Background: an optimization exercise with open tools, aiming at small area and a short achievable clock period. Do not read the settings as production practice.

Setup of north:
Design mod_reg, start of the top module:
module mod_reg(
    input clk,
    input [31:0] a,
    output reg [31:0] r
    );
Size: roughly 550 cells after synthesis, roughly 23 flip-flops, ~65 I/O pins.
==> module mod_fold, before the edit <==
module mod_fold(input [31:0] a, output [22:0] s);
wire [3:0] t0_sel = a[31:28];
wire [19:0] t0 =
    ({20{t0_sel == 4'd1}} & 20'd635539) |
    ({20{t0_sel == 4'd2}} & 20'd36977) |
    ({20{t0_sel == 4'd3}} & 20'd672516) |
    ({20{t0_sel == 4'd4}} & 20'd73954) |
    ({20{t0_sel == 4'd5}} & 20'd709493) |
    ({20{t0_sel == 4'd6}} & 20'd110931) |
    ({20{t0_sel == 4'd7}} & 20'd746470) |
    ({20{t0_sel == 4'd8}} & 20'd147908) |
    ({20{t0_sel == 4'd9}} & 20'd783447) |
    ({20{t0_sel == 4'd10}} & 20'd184885) |
    ({20{t0_sel == 4'd11}} & 20'd820424) |
    ({20{t0_sel == 4'd12}} & 20'd221862) |
    ({20{t0_sel == 4'd13}} & 20'd857401) |
    ({20{t0_sel == 4'd14}} & 20'd258839) |
    ({20{t0_sel == 4'd15}} & 20'd894378);
wire [3:0] t1_sel = a[27:24];
wire [20:0] t1 =
    ({21{t1_sel == 4'd1}} & 21'd733903) |
    ({21{t1_sel == 4'd2}} & 21'd233705) |
    ({21{t1_sel == 4'd3}} & 21'd967608) |
    ({21{t1_sel == 4'd4}} & 21'd467410) |
    ({21{t1_sel == 4'd5}} & 21'd1201313) |
    ({21{t1_sel == 4'd6}} & 21'd701115) |
    ({21{t1_sel == 4'd7}} & 21'd200917) |
    ({21{t1_sel == 4'd8}} & 21'd934820) |
    ({21{t1_sel == 4'd9}} & 21'd434622) |
    ({21{t1_sel == 4'd10}} & 21'd1168525) |
    ({21{t1_sel == 4'd11}} & 21'd668327) |
    ({21{t1_sel == 4'd12}} & 21'd168129) |
    ({21{t1_sel == 4'd13}} & 21'd902032) |
    ({21{t1_sel == 4'd14}} & 21'd401834) |
    ({21{t1_sel == 4'd15}} & 21'd1135737);
wire [3:0] t2_sel = a[23:20];
wire [20:0] t2 =
    ({21{t2_sel == 4'd1}} & 21'd1048576) |
    ({21{t2_sel == 4'd2}} & 21'd863051) |
    ({21{t2_sel == 4'd3}} & 21'd677526) |
    ({21{t2_sel == 4'd4}} & 21'd492001) |
    ({21{t2_sel == 4'd5}} & 21'd306476) |
    ({21{t2_sel == 4'd6}} & 21'd120951) |
    ({21{t2_sel == 4'd7}} & 21'd1169527) |
    ({21{t2_sel == 4'd8}} & 21'd984002) |
    ({21{t2_sel == 4'd9}} & 21'd798477) |
    ({21{t2_sel == 4'd10}} & 21'd612952) |
    ({21{t2_sel == 4'd11}} & 21'd427427) |
    ({21{t2_sel == 4'd12}} & 21'd241902) |
    ({21{t2_sel == 4'd13}} & 21'd56377) |
    ({21{t2_sel == 4'd14}} & 21'd1104953) |
    ({21{t2_sel == 4'd15}} & 21'd919428);
assign s = a[19:0] + t0 + t1 + t2;
endmodule
==> module mod_top, before the edit <==
module mod_top(input [22:0] s, output [22:0] x);
assign x = s;
endmodule
==> module mod_final, before the edit <==
module mod_final(input [22:0] x, output [20:0] r);
wire [23:0] d1 = {1'b0, x} - 24'd2468202;
wire [21:0] y1 = d1[23] ? x[21:0] : d1[21:0];
wire [22:0] d0 = {1'b0, y1} - 23'd1234101;
wire [20:0] y0 = d0[22] ? y1[20:0] : d0[20:0];
assign r = y0[20:0];
endmodule
==> module integer_division_modulus, before the edit <==
module integer_division_modulus(input [31:0] a, output [20:0] r);
wire [22:0] s;
wire [22:0] x;
mod_fold A0 (.a(a), .s(s));
mod_top B0 (.s(s), .x(x));
mod_final C0 (.x(x), .r(r));
endmodule
==> module mod_reg, before the edit <==
module mod_reg(
    input clk,
    input [31:0] a,
    output reg [31:0] r
    );
wire [22:0] s;
wire [22:0] x;
wire [20:0] rc;
mod_fold A0 (.a(a), .s(s));
reg [22:0] q;
always @(posedge clk) q <= s;
mod_top B0 (.s(q), .x(x));
mod_final C0 (.x(x), .r(rc));
always @* r = {11'd0, rc};
endmodule
clock: 28.0 ns
lec_check: 0
cap_margin: 20
core_margin: 2
core_utilization: 40
slew_margin: 20
standard.sh (not shown) runs the stock make flow with config.mk's settings and CLKGATE_MAP_FILE= SYNTH_SCRIPT=/design/flow/synth_recipe.tcl, a recipe that flattens the netlist after the stock synthesis.
==> flow/flow/run.sh <==
#!/bin/bash
# The standard layout (standard.sh, the ORFS flow) with these changes:
#  - synthesis maps with flow/abc.script (flow/synth.tcl is synth_recipe.tcl with abc's script swapped);
#  - ports are buffered with buf_1 instead of the flow's default pick;
#  - any extra ORFS make variables listed in flow/knobs.txt (one per line).
# The make output goes to flow.log; each ORFS step keeps its own log under orfs/logs/.
set -euo pipefail
W=$PWD
sed -e "s#SYNTH_SCRIPT=[^ ]*#SYNTH_SCRIPT=$W/flow/synth.tcl#" standard.sh > my_standard.sh
export MY_ABC_SCRIPT=$W/flow/abc.script
EXTRA=()
if [[ -f flow/knobs.txt ]]; then
  while IFS= read -r line; do [[ -n "$line" ]] && EXTRA+=("$line"); done < flow/knobs.txt
fi
bash my_standard.sh "BUFFER_PORTS_ARGS=-buffer_cell sky130_fd_sc_hd__buf_1" "${EXTRA[@]}" finish > flow.log 2>&1
==> flow/flow/abc.script <==
strash
&get -n
&fraig -x
&put
scorr
dc2
dretime
strash
&get -n
&dch -f
&nf {D}
&put
buffer
upsize {D}
dnsize {D}
stime -p
==> flow/flow/synth.tcl <==
# synth_recipe.tcl with one change: abc maps with flow/abc.script (area-recovering
# mapping) instead of ORFS's speed script. Everything else is the standard synthesis.
proc synth {args} { yosys synth -nofsm -noshare {*}$args }
proc abc {args} {
  set i [lsearch -exact $args -script]
  if {$i >= 0} { lset args [expr {$i + 1}] $::env(MY_ABC_SCRIPT) }
  set i [lsearch -exact $args -D]
  if {$i >= 0} { set args [lreplace $args $i [expr {$i + 1}]] }
  if {[info exists ::env(MY_ABC_D)]} { lappend args -D $::env(MY_ABC_D) }
  yosys abc {*}$args
}
source $::env(SCRIPTS_DIR)/synth.tcl
# left out here: clear keep_hierarchy, flatten, clean up, hide names made inside functions, write 1_2_yosys.v
Here is what was changed in the inputs of south compared with north.
==> flow/design.v <==
module mod_fold(input [31:0] a, output [22:0] s);
wire [3:0] t0_sel = a[31:28];
wire [19:0] t0 =
    ({20{t0_sel == 4'd1}} & 20'd635539) |
    ({20{t0_sel == 4'd2}} & 20'd36977) |
    ({20{t0_sel == 4'd3}} & 20'd672516) |
    ({20{t0_sel == 4'd4}} & 20'd73954) |
    ({20{t0_sel == 4'd5}} & 20'd709493) |
    ({20{t0_sel == 4'd6}} & 20'd110931) |
    ({20{t0_sel == 4'd7}} & 20'd746470) |
    ({20{t0_sel == 4'd8}} & 20'd147908) |
    ({20{t0_sel == 4'd9}} & 20'd783447) |
    ({20{t0_sel == 4'd10}} & 20'd184885) |
    ({20{t0_sel == 4'd11}} & 20'd820424) |
    ({20{t0_sel == 4'd12}} & 20'd221862) |
    ({20{t0_sel == 4'd13}} & 20'd857401) |
    ({20{t0_sel == 4'd14}} & 20'd258839) |
    ({20{t0_sel == 4'd15}} & 20'd894378);
wire [3:0] t1_sel = a[27:24];
wire [20:0] t1 =
    ({21{t1_sel == 4'd1}} & 21'd733903) |
    ({21{t1_sel == 4'd2}} & 21'd233705) |
    ({21{t1_sel == 4'd3}} & 21'd967608) |
    ({21{t1_sel == 4'd4}} & 21'd467410) |
    ({21{t1_sel == 4'd5}} & 21'd1201313) |
    ({21{t1_sel == 4'd6}} & 21'd701115) |
    ({21{t1_sel == 4'd7}} & 21'd200917) |
    ({21{t1_sel == 4'd8}} & 21'd934820) |
    ({21{t1_sel == 4'd9}} & 21'd434622) |
    ({21{t1_sel == 4'd10}} & 21'd1168525) |
    ({21{t1_sel == 4'd11}} & 21'd668327) |
    ({21{t1_sel == 4'd12}} & 21'd168129) |
    ({21{t1_sel == 4'd13}} & 21'd902032) |
    ({21{t1_sel == 4'd14}} & 21'd401834) |
    ({21{t1_sel == 4'd15}} & 21'd1135737);
wire [2:0] t2_sel = a[23:21];
wire [20:0] t2 =
    ({21{t2_sel == 3'd1}} & 21'd863051) |
    ({21{t2_sel == 3'd2}} & 21'd492001) |
    ({21{t2_sel == 3'd3}} & 21'd120951) |
    ({21{t2_sel == 3'd4}} & 21'd984002) |
    ({21{t2_sel == 3'd5}} & 21'd612952) |
    ({21{t2_sel == 3'd6}} & 21'd241902) |
    ({21{t2_sel == 3'd7}} & 21'd1104953);
assign s = a[20:0] + t0 + t1 + t2;
endmodule
module mod_top(input [22:0] s, output [21:0] x);
wire [2:0] k_sel = s[22:20];
wire [20:0] k =
    ({21{k_sel == 3'd1}} & 21'd1048576) |
    ({21{k_sel == 3'd2}} & 21'd863051) |
    ({21{k_sel == 3'd3}} & 21'd677526) |
    ({21{k_sel == 3'd4}} & 21'd492001) |
    ({21{k_sel == 3'd5}} & 21'd306476) |
    ({21{k_sel == 3'd6}} & 21'd120951) |
    ({21{k_sel == 3'd7}} & 21'd1169527);
assign x = s[19:0] + k;
endmodule
module mod_final(input [21:0] x, output [20:0] r);
wire [22:0] d = {1'b0, x} - 23'd1234101;
assign r = d[22] ? x[20:0] : d[20:0];
endmodule
module integer_division_modulus(input [31:0] a, output [20:0] r);
wire [22:0] s;
wire [21:0] x;
mod_fold A0 (.a(a), .s(s));
mod_top B0 (.s(s), .x(x));
mod_final C0 (.x(x), .r(r));
endmodule
module mod_reg(
    input clk,
    input [31:0] a,
    output reg [31:0] r
    );
wire [22:0] s;
wire [21:0] x;
wire [20:0] rc;
mod_fold A0 (.a(a), .s(s));
reg [22:0] q;
always @(posedge clk) q <= s;
mod_top B0 (.s(q), .x(x));
mod_final C0 (.x(x), .r(rc));
always @* r = {11'd0, rc};
endmodule
[summary]
south ended with every stage complete and zero timing, DRC or antenna violations.
Changes observed in south relative to north: area of all placed cells without fillers went down 1.6%, slack of the critical path went down 430 ps.
south: global-route usage is 1.1 points lower than what north reported.
Compared with north, in south cell count saw a decrease, area after synthesis lower.
A origin of the worst setup path of a[25] is what south shows, while a[24] belongs to north.
The run showing the greater via count is north.
Comparing south against north, there is no change at all in clock buffer instance count of the final layout.
south against north; wire length of the first global-routing pass is down by a little under 10%.
Area fraction in compound gates after synthesis (south over north): decrease, 2.3 points
Reported for north and south, remaining antenna violation count turned out identical to the last digit.
Function was not checked in any run of this note: the RTL went through the layout flow alone.

[static timing again, ports no longer ideal]
No port has a modelled driver above. Below, the same layouts with a new extraction and two added sets of constraints. Step 1 sets driving cells, clkbuf_16 on the clock port and buf_2 on the other inputs (assumed; they add their load-dependent delay and slew). Step 2 also shifts input and output timing later by t, the mid clock arrival at the registers, as if the neighbouring blocks saw the same clock. Slacks: ideal ports / drivers / drivers and shift; pairs: ideal ports / drivers.
| run | shift t [ns] | slack for setup (ns) | worst hold slack (ns) | worst slew at a driven data input, ns |
|---|---|---|---|---|
| north | 0.276 | 16.978 / 16.979 / 16.704 | 6.010 / 6.021 / 6.150 | 0.06 |
| south | 0.280 | 16.551 / 16.553 / 16.272 | 5.965 / 5.962 / 6.243 | 0.03 |
After both steps setup and hold are still met in every run listed. The setup slack of south, which loses most, moves by +0.002 ns with the drivers and by -0.279 ns with both steps.
